From an optimization exercise on the open Yosys and OpenROAD flow, aimed at a short achievable clock period and few clock cycles; shortcuts taken in it are not production practice.
In this exercise RTL edits were held to simulation tests only and were not proved equivalent to the original.
Power is estimated from default activity; no workload was simulated.

File: flow/flow/run.sh
#!/bin/bash
# Standard layout, with timing repair asked to leave extra setup slack so that the
# optimiser works on the real critical paths (the SDC and clock period are unchanged).
set -euo pipefail
export SETUP_SLACK_MARGIN=14.5
bash standard.sh > standard.log 2>&1
File: flow/constraint.sdc
create_clock -name core_clock -period 20.0 [get_ports {clk}]
set_input_delay 4.0000 -clock core_clock [delete_from_list [all_inputs] [get_ports {clk}]]
set_output_delay 4.0000 -clock core_clock [all_outputs]
set_load 0.01 [all_outputs]
File: flow/standard.sh
#!/bin/bash
# synth_recipe.tcl (not shown) runs the flow's synth.tcl, then flattens the netlist and writes it again
# the make line also repeats each setting of config.mk as NAME=value (left out here)
make -C /OpenROAD-flow-scripts/flow DESIGN_CONFIG=/design/flow/config.mk WORK_HOME=/design/flow/orfs CLKGATE_MAP_FILE= SYNTH_SCRIPT=/design/flow/synth_recipe.tcl "${@:-finish}"
File: flow/design.v
`timescale 1ns / 1ps
module mips(
    input clk,
    input reset,
    output [31:0] i_addr,
    input  [31:0] i_data,
    output [31:0] d_addr,
    output        d_we,
    output [3:0]  d_be,
    output [31:0] d_wdata,
    input  [31:0] d_rdata,
    output        wb_en,
    output [4:0]  wb_reg,
    output [31:0] wb_data,
    output [31:0] wb_pc
    );
    reg  [31:0] pcF;             
    reg  [31:0] pcFn;            
    reg         rst_q;           
    reg  [31:0] instrD, pcD, pc4D;
    reg  [31:0] rsOH, rtOH;      
    reg  [31:0] gpr [1:31];
    reg  [31:0] hi, lo;
    reg  [31:0] pcE, aE_r, bE_r, immE, linkE;
    reg  [4:0]  shE, rdE;
    reg         wrE, loadE, storeE;
    reg         fAM, fAW, fBM, fBW;
    reg         e_add, e_subm, e_sum, e_and, e_or, e_xor, e_nor, e_slt, e_sltu;
    reg         e_sll, e_srl, e_sra, e_shv, e_lui, e_link, e_mfhi, e_mflo, e_bimm;
    reg         e_lb, e_lh, e_lw, e_lbu, e_lhu, e_sb, e_sh, e_sw;
    reg         e_mult, e_div, e_msgn, e_mthi, e_mtlo;
    reg         e_lbr, e_beq, e_bne, e_blez, e_bgtz, e_bltz, e_bgez;
    reg  [31:0] resM, addrM, wdataM, pcM;
    reg  [1:0]  lnM;             
    reg  [3:0]  beM;
    reg  [4:0]  rdM;
    reg         wrM, loadM, weM;
    reg         m_lb, m_lh, m_lw, m_lbu, m_lhu;
    reg  [31:0] wdW, pcW, wbD;
    reg  [4:0]  rdW, wbR;
    reg         nwrW, wbE;       
    wire        wrW = ~nwrW;
    wire [31:0] pcFi = ~pcFn;
    wire [31:0] pc4F = pcFi + 32'd4;
    assign i_addr = pcF;
    wire [5:0]  op  = instrD[31:26];
    wire [5:0]  fn  = instrD[5:0];
    wire [4:0]  rsD = instrD[25:21];
    wire [4:0]  rtD = instrD[20:16];
    wire [4:0]  rdD = instrD[15:11];
    wire [15:0] immD = instrD[15:0];
    wire        isR = (op == 6'd0);
    wire d_sll   = isR & (fn == 6'h00);
    wire d_srl   = isR & (fn == 6'h02);
    wire d_sra   = isR & (fn == 6'h03);
    wire d_sllv  = isR & (fn == 6'h04);
    wire d_srlv  = isR & (fn == 6'h06);
    wire d_srav  = isR & (fn == 6'h07);
    wire d_jr    = isR & (fn == 6'h08);
    wire d_jalr  = isR & (fn == 6'h09);
    wire d_mfhi  = isR & (fn == 6'h10);
    wire d_mthi  = isR & (fn == 6'h11);
    wire d_mflo  = isR & (fn == 6'h12);
    wire d_mtlo  = isR & (fn == 6'h13);
    wire d_mult  = isR & (fn == 6'h18);
    wire d_multu = isR & (fn == 6'h19);
    wire d_div   = isR & (fn == 6'h1a);
    wire d_divu  = isR & (fn == 6'h1b);
    wire d_add   = isR & ((fn == 6'h20) | (fn == 6'h21));
    wire d_sub   = isR & ((fn == 6'h22) | (fn == 6'h23));
    wire d_and   = isR & (fn == 6'h24);
    wire d_or    = isR & (fn == 6'h25);
    wire d_xor   = isR & (fn == 6'h26);
    wire d_nor   = isR & (fn == 6'h27);
    wire d_slt   = isR & (fn == 6'h2a);
    wire d_sltu  = isR & (fn == 6'h2b);
    wire d_bltz  = (op == 6'h01) & ~rtD[0];
    wire d_bgez  = (op == 6'h01) &  rtD[0];
    wire d_j     = (op == 6'h02);
    wire d_jal   = (op == 6'h03);
    wire d_beq   = (op == 6'h04);
    wire d_bne   = (op == 6'h05);
    wire d_blez  = (op == 6'h06);
    wire d_bgtz  = (op == 6'h07);
    wire d_addi  = (op == 6'h08) | (op == 6'h09);
    wire d_slti  = (op == 6'h0a);
    wire d_sltiu = (op == 6'h0b);
    wire d_andi  = (op == 6'h0c);
    wire d_ori   = (op == 6'h0d);
    wire d_xori  = (op == 6'h0e);
    wire d_lui   = (op == 6'h0f);
    wire d_lb    = (op == 6'h20);
    wire d_lh    = (op == 6'h21);
    wire d_lw    = (op == 6'h23);
    wire d_lbu   = (op == 6'h24);
    wire d_lhu   = (op == 6'h25);
    wire d_sb    = (op == 6'h28);
    wire d_sh    = (op == 6'h29);
    wire d_sw    = (op == 6'h2b);
    wire d_load   = d_lb | d_lh | d_lw | d_lbu | d_lhu;
    wire d_store  = d_sb | d_sh | d_sw;
    wire d_shimm  = d_sll | d_srl | d_sra;
    wire d_shv    = d_sllv | d_srlv | d_srav;
    wire d_ralu   = d_add | d_sub | d_and | d_or | d_xor | d_nor | d_slt | d_sltu | d_shimm | d_shv;
    wire d_ialu   = d_addi | d_slti | d_sltiu | d_andi | d_ori | d_xori | d_lui;
    wire d_branch = d_beq | d_bne | d_blez | d_bgtz | d_bltz | d_bgez;
    wire d_mdstart = d_mult | d_multu | d_div | d_divu;
    wire d_mdop   = d_mdstart | d_mfhi | d_mflo | d_mthi | d_mtlo;
    wire use_rs = (d_ralu & ~d_shimm) | d_jr | d_jalr | d_mdstart | d_mthi | d_mtlo |
                  (d_ialu & ~d_lui) | d_load | d_store | d_branch;
    wire use_rt = d_ralu | d_mdstart | d_store | d_beq | d_bne;
    wire [4:0] dstD = d_jal ? 5'd31 :
                      (d_ralu | d_jalr | d_mfhi | d_mflo) ? rdD :
                      (d_ialu | d_load) ? rtD : 5'd0;
    wire wrD = (dstD != 5'd0);
    reg  [31:0] rfA, rfB;
    integer r;
    always @* begin
        rfA = 32'd0;
        rfB = 32'd0;
        for (r = 1; r < 32; r = r + 1) begin
            rfA = rfA | ({32{rsOH[r]}} & gpr[r]);
            rfB = rfB | ({32{rtOH[r]}} & gpr[r]);
        end
    end
    wire aM = wrM & ~loadM & (rdM == rsD);
    wire bM = wrM & ~loadM & (rdM == rtD);
    wire aW = wrW & (rdW == rsD);
    wire bW = wrW & (rdW == rtD);
    wire [31:0] aD = aM ? resM : aW ? wdW : rfA;
    wire [31:0] bD = bM ? resM : bW ? wdW : rfB;
    wire hitEa = wrE & (rdE == rsD);
    wire hitEb = wrE & (rdE == rtD);
    wire hitE  = (use_rs & hitEa) | (use_rt & hitEb);
    wire hitML = wrM & loadM & ((use_rs & (rdM == rsD)) | (use_rt & (rdM == rtD)));
    reg         m1v;             
    reg  [2:0]  dvst;            
    wire md_block = e_mult | e_div | m1v | m2v | (dvst == 3'd1) | (dvst == 3'd2) | (dvst == 3'd3);
    wire needJ   = d_jr | d_jalr;
    wire stall   = (loadE & hitE) | (needJ & (hitE | hitML)) | (d_mdop & md_block);
    wire lateD   = d_branch & (hitE | hitML);
    wire a_eq_b = (aD == bD);
    wire a_zero = (aD == 32'd0);
    wire taken  = (d_beq & a_eq_b) | (d_bne & ~a_eq_b) |
                  (d_blez & (aD[31] | a_zero)) | (d_bgtz & ~aD[31] & ~a_zero) |
                  (d_bltz & aD[31]) | (d_bgez & ~aD[31]);
    wire [31:0] btarget = pc4D + {{14{immD[15]}}, immD, 2'b00};
    wire [31:0] jtarget = {pc4D[31:28], instrD[25:0], 2'b00};
    wire [31:0] npc = (taken | lateD) ? btarget :
                      (d_j | d_jal) ? jtarget :
                      (d_jr | d_jalr) ? aD : pc4F;
    wire [31:0] immExt = d_lui ? {immD, 16'd0} :
                         (d_andi | d_ori | d_xori) ? {16'd0, immD} :
                         {{16{immD[15]}}, immD};
    always @(posedge clk) begin
        rst_q <= reset;
        if (reset) begin
            pcF    <= 32'h0000_3000;
            pcFn   <= ~32'h0000_3000;
            instrD <= 32'd0;
            rsOH   <= 32'd1;
            rtOH   <= 32'd1;
        end else begin
            if (mispE) begin
                pcF    <= linkE;
                pcFn   <= ~linkE;
            end else if (!stall) begin
                pcF    <= npc;
                pcFn   <= ~npc;
            end
            if (!stall) begin
                rsOH   <= mispE ? 32'd1 : (32'd1 << i_data[25:21]);
                rtOH   <= mispE ? 32'd1 : (32'd1 << i_data[20:16]);
                instrD <= mispE ? 32'd0 : i_data;
                pcD    <= pcFi;
                pc4D   <= pc4F;
            end
        end
    end
    always @(posedge clk) begin
        pcE   <= pcD;
        aE_r  <= aD;
        bE_r  <= bD;
        immE  <= immExt;
        linkE <= pc4D + 32'd4;
        shE   <= instrD[10:6];
        rdE   <= dstD;
        fAM   <= hitEa;
        fBM   <= hitEb;
        fAW   <= ~hitEa & wrM & loadM & (rdM == rsD);
        fBW   <= ~hitEb & wrM & loadM & (rdM == rtD);
        e_subm <= d_sub | d_slt | d_sltu | d_slti | d_sltiu;
        e_sum  <= d_add | d_addi | d_sub;
        e_and  <= d_and | d_andi;
        e_or   <= d_or | d_ori;
        e_xor  <= d_xor | d_xori;
        e_nor  <= d_nor;
        e_slt  <= d_slt | d_slti;
        e_sltu <= d_sltu | d_sltiu;
        e_sll  <= d_sll | d_sllv;
        e_srl  <= d_srl | d_srlv;
        e_sra  <= d_sra | d_srav;
        e_shv  <= d_shv;
        e_lui  <= d_lui;
        e_link <= d_jal | d_jalr;
        e_mfhi <= d_mfhi;
        e_mflo <= d_mflo;
        e_bimm <= d_ialu | d_load | d_store;
        e_lb   <= d_lb;
        e_lh   <= d_lh;
        e_lw   <= d_lw;
        e_lbu  <= d_lbu;
        e_lhu  <= d_lhu;
        e_sb   <= d_sb;
        e_sh   <= d_sh;
        e_sw   <= d_sw;
        e_msgn <= d_mult | d_div;
        e_beq  <= d_beq;
        e_bne  <= d_bne;
        e_blez <= d_blez;
        e_bgtz <= d_bgtz;
        e_bltz <= d_bltz;
        e_bgez <= d_bgez;
        if (reset | stall) begin
            wrE    <= 1'b0;
            loadE  <= 1'b0;
            storeE <= 1'b0;
            e_mult <= 1'b0;
            e_div  <= 1'b0;
            e_mthi <= 1'b0;
            e_mtlo <= 1'b0;
            e_lbr  <= 1'b0;
        end else begin
            e_lbr  <= lateD;
            wrE    <= wrD;
            loadE  <= d_load;
            storeE <= d_store;
            e_mult <= d_mult | d_multu;
            e_div  <= d_div | d_divu;
            e_mthi <= d_mthi;
            e_mtlo <= d_mtlo;
        end
    end
    wire [31:0] aE = fAM ? resM : fAW ? wdW : aE_r;
    wire [31:0] bE = fBM ? resM : fBW ? wdW : bE_r;
    wire [31:0] opB = e_bimm ? immE : bE;
    wire eqE   = (aE == bE);
    wire zE    = (aE == 32'd0);
    wire tkE   = (e_beq & eqE) | (e_bne & ~eqE) | (e_blez & (aE[31] | zE)) |
                 (e_bgtz & ~aE[31] & ~zE) | (e_bltz & aE[31]) | (e_bgez & ~aE[31]);
    wire mispE = e_lbr & ~tkE;
    wire [32:0] addsub = {1'b0, aE} + {1'b0, opB ^ {32{e_subm}}} + {32'd0, e_subm};
    wire        slt_r  = (aE[31] ^ opB[31]) ? aE[31] : addsub[31];
    wire        sltu_r = ~addsub[32];
    wire [4:0]  sa     = e_shv ? aE[4:0] : shE;
    wire [31:0] sll_r  = bE << sa;
    wire [32:0] sr_in  = {e_sra & bE[31], bE};
    wire [32:0] sr_o   = $signed(sr_in) >>> sa;
    wire [31:0] resE = ({32{e_sum}}  & addsub[31:0]) |
                       ({32{e_and}}  & (aE & opB)) |
                       ({32{e_or}}   & (aE | opB)) |
                       ({32{e_xor}}  & (aE ^ opB)) |
                       ({32{e_nor}}  & ~(aE | opB)) |
                       {31'd0, (e_slt & slt_r) | (e_sltu & sltu_r)} |
                       ({32{e_sll}}  & sll_r) |
                       ({32{e_srl | e_sra}} & sr_o[31:0]) |
                       ({32{e_lui}}  & immE) |
                       ({32{e_link}} & linkE) |
                       ({32{e_mfhi}} & hi) |
                       ({32{e_mflo}} & lo);
    wire [31:0] addrE = aE + immE;
    wire [3:0]  beE   = e_sw ? 4'b1111 :
                        e_sh ? (addrE[1] ? 4'b1100 : 4'b0011) :
                        (4'b0001 << addrE[1:0]);
    wire [31:0] wdE   = e_sw ? bE : e_sh ? {2{bE[15:0]}} : {4{bE[7:0]}};
    always @(posedge clk) begin
        resM   <= resE;
        if (loadE | storeE) addrM <= addrE;
        lnM    <= addrE[1:0];
        wdataM <= wdE;
        beM    <= beE;
        pcM    <= pcE;
        rdM    <= rdE;
        m_lb   <= e_lb;
        m_lh   <= e_lh;
        m_lw   <= e_lw;
        m_lbu  <= e_lbu;
        m_lhu  <= e_lhu;
        if (reset) begin
            wrM   <= 1'b0;
            loadM <= 1'b0;
            weM   <= 1'b0;
        end else begin
            wrM   <= wrE;
            loadM <= loadE;
            weM   <= storeE;
        end
    end
    assign d_addr  = addrM;
    assign d_we    = weM;
    assign d_be    = beM;
    assign d_wdata = wdataM;
    wire [15:0] ld_h = lnM[1] ? d_rdata[31:16] : d_rdata[15:0];
    wire [7:0]  ld_b = lnM[0] ? ld_h[15:8] : ld_h[7:0];
    wire [31:0] ldv  = m_lw ? d_rdata :
                       (m_lh | m_lhu) ? {{16{m_lh & ld_h[15]}}, ld_h} :
                       {{24{m_lb & ld_b[7]}}, ld_b};
    always @(posedge clk) begin
        wdW <= loadM ? ldv : resM;
        rdW <= rdM;
        if (wrM) begin
            wbD <= loadM ? ldv : resM;
            wbR <= rdM;
            pcW <= pcM;
        end
        if (reset) begin
            nwrW <= 1'b1;
            wbE  <= 1'b0;
        end else begin
            nwrW <= ~wrM;
            wbE  <= wrM;
        end
    end
    assign wb_en   = wbE;
    assign wb_reg  = wbR;
    assign wb_data = wbD;
    assign wb_pc   = pcW;
    integer i;
    always @(posedge clk) begin
        if (rst_q) begin
            for (i = 1; i < 32; i = i + 1) gpr[i] <= 32'd0;
        end else if (wrW) begin
            gpr[rdW] <= wdW;
        end
    end
    reg  [31:0] mA, mB;
    reg         mS, m2v, m3v;
    wire [33:0] xA  = {{2{mS & mA[31]}}, mA};           
    wire [34:0] yP  = {{2{mS & mB[31]}}, mB, 1'b0};     
    reg  [63:0] pp [0:17];
    reg  [63:0] negs;
    reg  [2:0]  bt;
    reg  [33:0] bx;
    integer k;
    always @* begin
        negs = 64'd0;
        for (k = 0; k < 17; k = k + 1) begin
            bt = yP[2*k +: 3];
            case (bt)
                3'b001, 3'b010: bx = xA;
                3'b101, 3'b110: bx = ~xA;
                3'b011:         bx = {xA[32:0], 1'b0};
                3'b100:         bx = ~{xA[32:0], 1'b0};
                default:        bx = 34'd0;
            endcase
            pp[k] = {{30{bx[33]}}, bx} << (2 * k);
            negs[2*k] = bt[2] & ~(bt[1] & bt[0]);
        end
        pp[17] = negs;
    end
    function [127:0] csa(input [63:0] a, input [63:0] b, input [63:0] c);
        csa = {((a & b) | (a & c) | (b & c)) << 1, a ^ b ^ c};
    endfunction
    wire [127:0] c1a = csa(pp[0],  pp[1],  pp[2]);
    wire [127:0] c1b = csa(pp[3],  pp[4],  pp[5]);
    wire [127:0] c1c = csa(pp[6],  pp[7],  pp[8]);
    wire [127:0] c1d = csa(pp[9],  pp[10], pp[11]);
    wire [127:0] c1e = csa(pp[12], pp[13], pp[14]);
    wire [127:0] c1f = csa(pp[15], pp[16], pp[17]);
    wire [127:0] c2a = csa(c1a[63:0], c1a[127:64], c1b[63:0]);
    wire [127:0] c2b = csa(c1b[127:64], c1c[63:0], c1c[127:64]);
    wire [127:0] c2c = csa(c1d[63:0], c1d[127:64], c1e[63:0]);
    wire [127:0] c2d = csa(c1e[127:64], c1f[63:0], c1f[127:64]);
    wire [127:0] c3a = csa(c2a[63:0], c2a[127:64], c2b[63:0]);
    wire [127:0] c3b = csa(c2b[127:64], c2c[63:0], c2c[127:64]);
    wire [127:0] c4a = csa(c3a[63:0], c3a[127:64], c3b[63:0]);
    wire [127:0] c4b = csa(c3b[127:64], c2d[63:0], c2d[127:64]);
    reg  [63:0] s1a, s1b, s1c, s1d;
    wire [127:0] c5a = csa(s1a, s1b, s1c);
    wire [127:0] c6a = csa(c5a[63:0], c5a[127:64], s1d);
    wire [32:0]  lo2 = {1'b0, c6a[31:0]} + {1'b0, c6a[95:64]};
    reg  [31:0]  s2lo, s2a, s2b;
    reg          s2c;
    always @(posedge clk) begin
        if (e_mult) begin
            mA <= aE;
            mB <= bE;
            mS <= e_msgn;
        end
        s1a  <= c4a[63:0];
        s1b  <= c4a[127:64];
        s1c  <= c4b[63:0];
        s1d  <= c4b[127:64];
        s2lo <= lo2[31:0];
        s2c  <= lo2[32];
        s2a  <= c6a[63:32];
        s2b  <= c6a[127:96];
        if (reset) begin
            m1v <= 1'b0;
            m2v <= 1'b0;
            m3v <= 1'b0;
        end else begin
            m1v <= e_mult;
            m2v <= m1v;
            m3v <= m2v;
        end
    end
    wire [31:0] prod_hi = s2a + s2b + {31'd0, s2c};
    function [5:0] clz32(input [31:0] x);
        reg [31:0] v;
        reg [4:0]  n;
        begin
            v = x;
            n = 5'd0;
            if (v[31:16] == 16'd0) begin n[4] = 1'b1; v = {v[15:0], 16'd0}; end
            if (v[31:24] == 8'd0)  begin n[3] = 1'b1; v = {v[23:0], 8'd0};  end
            if (v[31:28] == 4'd0)  begin n[2] = 1'b1; v = {v[27:0], 4'd0};  end
            if (v[31:30] == 2'd0)  begin n[1] = 1'b1; v = {v[29:0], 2'd0};  end
            n[0] = ~v[31];
            clz32 = (x == 32'd0) ? 6'd32 : {1'b0, n};
        end
    endfunction
    reg  [31:0] dvA, dvB;        
    reg         dvNq, dvNr;      
    reg  [5:0]  dvZA, dvZB;      
    reg  [33:0] dvB3;            
    reg  [31:0] dvR, dvQ;
    reg  [33:0] dvD1, dvD2, dvD3;    
    reg  [4:0]  dvCnt;           
    wire        aNeg = e_msgn & aE[31];
    wire        bNeg = e_msgn & bE[31];
    wire [5:0]  dvS  = dvZB - dvZA;
    wire [4:0]  dvP  = {dvS[4:1], 1'b0};      
    wire [34:0] dt1 = {3'd0, dvR} - {1'b0, dvD1};
    wire [34:0] dt2 = {3'd0, dvR} - {1'b0, dvD2};
    wire [34:0] dt3 = {3'd0, dvR} - {1'b0, dvD3};
    wire        g1  = ~dt1[34];
    wire        g2  = ~dt2[34];
    wire        g3  = ~dt3[34];
    always @(posedge clk) begin
        if (e_div) begin
            dvA  <= aNeg ? (~aE + 32'd1) : aE;
            dvB  <= bNeg ? (~bE + 32'd1) : bE;
            dvNq <= aNeg ^ bNeg;
            dvNr <= aNeg;
        end
        dvZA <= clz32(dvA);
        dvZB <= clz32(dvB);
        dvB3 <= {2'b00, dvB} + {1'b0, dvB, 1'b0};
        if (reset) begin
            dvst <= 3'd0;
        end else begin
            case (dvst)
                3'd0: if (e_div) dvst <= 3'd1;
                3'd1: dvst <= 3'd2;
                3'd2: begin
                    dvR   <= dvA;
                    dvQ   <= 32'd0;
                    dvD1  <= {2'b00, dvB} << dvP;
                    dvD2  <= {1'b0, dvB, 1'b0} << dvP;
                    dvD3  <= dvB3 << dvP;
                    dvCnt <= {1'b0, dvP[4:1]};
                    if (dvZB < dvZA) dvst <= 3'd4;
                    else             dvst <= 3'd3;
                end
                3'd3: begin
                    dvR   <= g3 ? dt3[31:0] : g2 ? dt2[31:0] : g1 ? dt1[31:0] : dvR;
                    dvQ   <= {dvQ[29:0], g2 | g3, g3 | (g1 & ~g2)};
                    dvD1  <= {2'b00, dvD1[33:2]};
                    dvD2  <= {2'b00, dvD2[33:2]};
                    dvD3  <= {2'b00, dvD3[33:2]};
                    dvCnt <= dvCnt - 5'd1;
                    if (dvCnt == 5'd0) dvst <= 3'd4;
                end
                default: dvst <= 3'd0;
            endcase
        end
    end
    always @(posedge clk) begin
        if (rst_q) begin
            hi <= 32'd0;
            lo <= 32'd0;
        end else if (m3v) begin
            hi <= prod_hi;
            lo <= s2lo;
        end else if (dvst == 3'd4) begin
            hi <= dvNr ? (~dvR + 32'd1) : dvR;
            lo <= dvNq ? (~dvQ + 32'd1) : dvQ;
        end else if (e_mthi) begin
            hi <= aE;
        end else if (e_mtlo) begin
            lo <= aE;
        end
    end
endmodule
File: flow/config.mk
export PLATFORM = sky130hd
export DESIGN_NAME = mips
export DESIGN_NICKNAME = mips
export VERILOG_FILES = /design/flow/design.v
export SDC_FILE = /design/flow/constraint.sdc
export NUM_CORES = 4
export LEC_CHECK = 0
export ABC_CLOCK_PERIOD_IN_PS = 3000
export CAP_MARGIN = 20
export CORE_MARGIN = 2
export CORE_UTILIZATION = 40
export PLACE_DENSITY = 0.6
export SLEW_MARGIN = 20
==> qor.yml <==
status:
  status: "complete, but fails checks"
  violatedChecks: "antenna violations"
detailed_routing:
  drtIter0Drc: 23165
  wl_per_cell_um: 36.37
  vias: 133113
  routed_wl_mm: 737.9
  avgViaCountPerCell: 6.561
  drtAntennaViolNets: 1
  first_pass_iters: 11
  drcViolationCount: 0
power_and_ir_drop:
  p_leak_nw: 65.58
  power.density_nw_per_um2: 79.58
  ir_worst_vdd_mv: 0.07081
synth:
  yosys.area.top_type: "edfxtp_1"
  yosysMostFrequentCell: "edfxtp_1"
  async_flop_share_pct: 0
  yosys-top-cells-count: "edfxtp_1, nor2_1, clkbuf_1"
  ys.flop_type: "edfxtp_1"
  synth_area_um2: 149600
  syn_inst: 15250
  synth-seq-cells: 2391
  synth_area_per_cell_um2: 9.813
  synth-seq-area-share_pct: 41.62
  synth_top_area_share_pct: 28.90
  ys_types: 103
  yosysWarningCount: 2
  synth_nets: 16373
  synthTopCellsByArea: "edfxtp_1, dfxtp_1, fa_1"
  synth-edff-count: 1440
clock_tree:
  h-tree-depth: 5
  cts_tree: "done"
  cts_root_buffer: "clkbuf_16"
  numCtsBuffers: 282
  numClockSinks: 2391
  insertion_delay_ns: 1.03
  cts_hold_repair.buffers: 0
  clkTransAtPathRegs_ns: 0.06
  cts_max_path_buffers: 4
sta:
  fin_crit_ns: 6.027
  worst_pin_slew_ns: 1.209
  setup_violations: 0
  fmax_mhz: 165.9
  report.final.slew_viol_count: 0
  hold_viol: 0
  post-route-period-util_pct: 30.13
  slew_headroom_pct: 19.39
  tns_ns: 0
  fin_worst_skew_ns: 0.1523
  rsz0062_at_grt: "yes"
die:
  io_pins: 237
  die_h_um: 615.6
  core_um2: 372500
  chipWidth_um: 615.6
  die_area_um2: 379000
  rows: 224
  start_util_pct: 40.17
finish:
  instances_no_fill: 20287
  syn2layout_area_growth_pct: 11.93
  fin_nets: 16071
  multi_input_area_um2: 80100
  finalInstanceArea_um2: 167500
  final-seq-area_um2: 62530
  drive_above_1_share_pct: 9.830
  fillers: 35154
  utilization_pct: 44.97
setup_path:
  critPathBufInv: 1
  slowest_stage: "edfxtp_1"
  cp_top_family: "flip-flops"
  crit_path_cell_trace: "buf_2"
  cp_slowest_stage_delay_ns: 0.80
  r2r-end: "pcFn[18]"
  timing.rr.start: "rtOH[4]"
  endpoint_kind: "output pin"
  path_max_fanout: 7
  crit_type: "flop to output pin"
  reg2reg_depth: 15
  arrival_ns: 2.03
  start_kind: "flop"
  r2r_slack_ns: 14.31
  cp.required_ns: 16.00
worst_hold_path:
  holdPathEnd: "pcW[8]"
  hold_depth: 0
  hp-start: "pcM[8]"
  hold_path.class: "flop to flop"
global_routing:
  grt_pass1_vias: 124418
  grt_first_pass_wirelength_mm: 1005
  antenna_found_initial: 98
  grt_util_all_layers_pct: 37.61
  overflow: 0
  grt_max_degree: 86
place:
  post_dp_cell_area_um2: 157200
  port_buffers: 236
  dp_hpwl_mm: 493.8
  routabilityCongestion: 1.023
  placed_cells: 19594
flow_run:
  drv_cap: 0
## repair_timing
item | CTS | global route
pin swaps | 4 | 9
endpoints found under the hold margin | 0 | 0
cloned | 2 | 3
setup endpoints to repair | 372 | 227
gates resized for setup | 865 | 68
setup buffers | 7 | 28
## cell families (layout without fill, tap and decap cells)
kind of cell    count (synthesis)  in the layout  synth area share, %
compound gates               4068           4069                18.82
xor+xnor                     1039           1039                6.081
fa+ha+maj                    1057           1057                11.75
buf+inv                      2178           2103                5.613
flops                        2391           2391                41.62
mux                           305            305                2.079
other cells                     1            138             0.002506
simple gates                 4211           4213                14.04
## final cells by class
type | count | share of cell area (%)
Timing Repair inverter | 1 | 0.002988
Timing Repair Buffer | 688 | 3.271
Tap cell | 4972 | 3.714
Clock inverter | 157 | 1.083
Multi-Input combinational cell | 10684 | 47.82
Antenna cell | 137 | 0.2047
Clock buffer | 357 | 4.540
Sequential cell | 2391 | 37.34
Inverter | 900 | 2.024
## how the worst max path moves through the flow
| stage | start | to | slack [ns] | cells past startpoint |
|---|---|---|---|---|
| floorplan | reset | dvCnt[0] | 13.51 | 4 |
| global placement | instrD[21] | pcFn[22] | 13.43 | 14 |
| detailed placement | d_rdata[15] | wbD[17] | 13.50 | 8 |
| CTS | wbR[4] | wb_reg[4] | 14.04 | 1 |
| global route | wbR[4] | wb_reg[4] | 14.07 | 1 |
| finish | wbR[4] | wb_reg[4] | 13.97 | 1 |
## cell usage in the layout (no fill, tap or decap), drive strengths merged, types with 84 or more instances in the layout
cell type	n
edfxtp	1440
a221o	89
a211oi	176
o21a	99
xnor2	528
xor2	511
a21oi	823
inv	907
mux2i	280
fa	580
o21ai	649
buf	606
nand2b	84
and2	999
a22o	205
nor2b	94
clkinv	111
dfxtp	951
nor3	255
nand3	195
nor2	1081
nand2	918
a22oi	866
clkbuf	360
a21o	158
a221oi	313
nand4	238
diode	137
ha	477
o22ai	128
## through the flow
step | hold slack [ns] | total power [mW] | worst slack, ns
floorplan | 0.3096 | 6.817 | 13.51
global placement | 0.3116 | 7.930 | 13.43
detailed placement | 0.3121 | 7.927 | 13.50
CTS | 0.3074 | 13.22 | 14.04
global route | 0.3119 | 13.57 | 14.07
finish | 0.2800 | 13.33 | 13.97
## report_power, final
part | switching (mW) | internal, mW
clock | 2.32 | 3.05
combinational | 1.55 | 0.643
sequential | 0.274 | 5.48
total | 4.15 | 9.18
## state kept, by name, summed over array words and instances, names as in the netlist, 34 cells and up
signal	flops
s1b	58
gpr	992
dvD3	34
s1a	63
dvB3	34
s1d	40
s1c	55
## metal layers
layer	share of wire (%)	wire, um	vias to the layer above	track usage, %
li1	-	-	54384	-
met1	34	252300	63996	43.37
met2	42	310800	11044	55.70
met3	13	93000	3647	12.72
met4	11	81330	42	33.03
met5	0.073	538	-	0.03788
Testbench counts, summed over its fixed seeds: cycles 53,569.

==> afterwards: timing with drivers on the ports <==
How much do the figures lean on ideal ports? The routed layout below was timed once more, with nothing changed but the port constraints.
Step 1 (the two cells are an assumption about what drives the block):
set clk [get_ports {clk}]
set_driving_cell -lib_cell sky130_fd_sc_hd__clkbuf_16 $clk
set_driving_cell -lib_cell sky130_fd_sc_hd__buf_2 [delete_from_list [all_inputs] $clk]
Step 2 also shifts input and output timing later by t, the mid clock arrival at the registers, as if the neighbouring blocks saw the same clock.
Slacks: no drivers / after step 1 / after step 2; pairs: no drivers / after step 1.
t (ns): 1.089
slack for setup (ns): 13.974 / 13.863 / 13.604
latest minus earliest clock arrival (ns): 0.196 / 0.196
slew at the worst register clock pin (ns): 0.07 / 0.07
cell pins on the clock port's net: 1
The setup slack of this run moves by -0.111 ns with the drivers and by -0.370 ns with both steps.
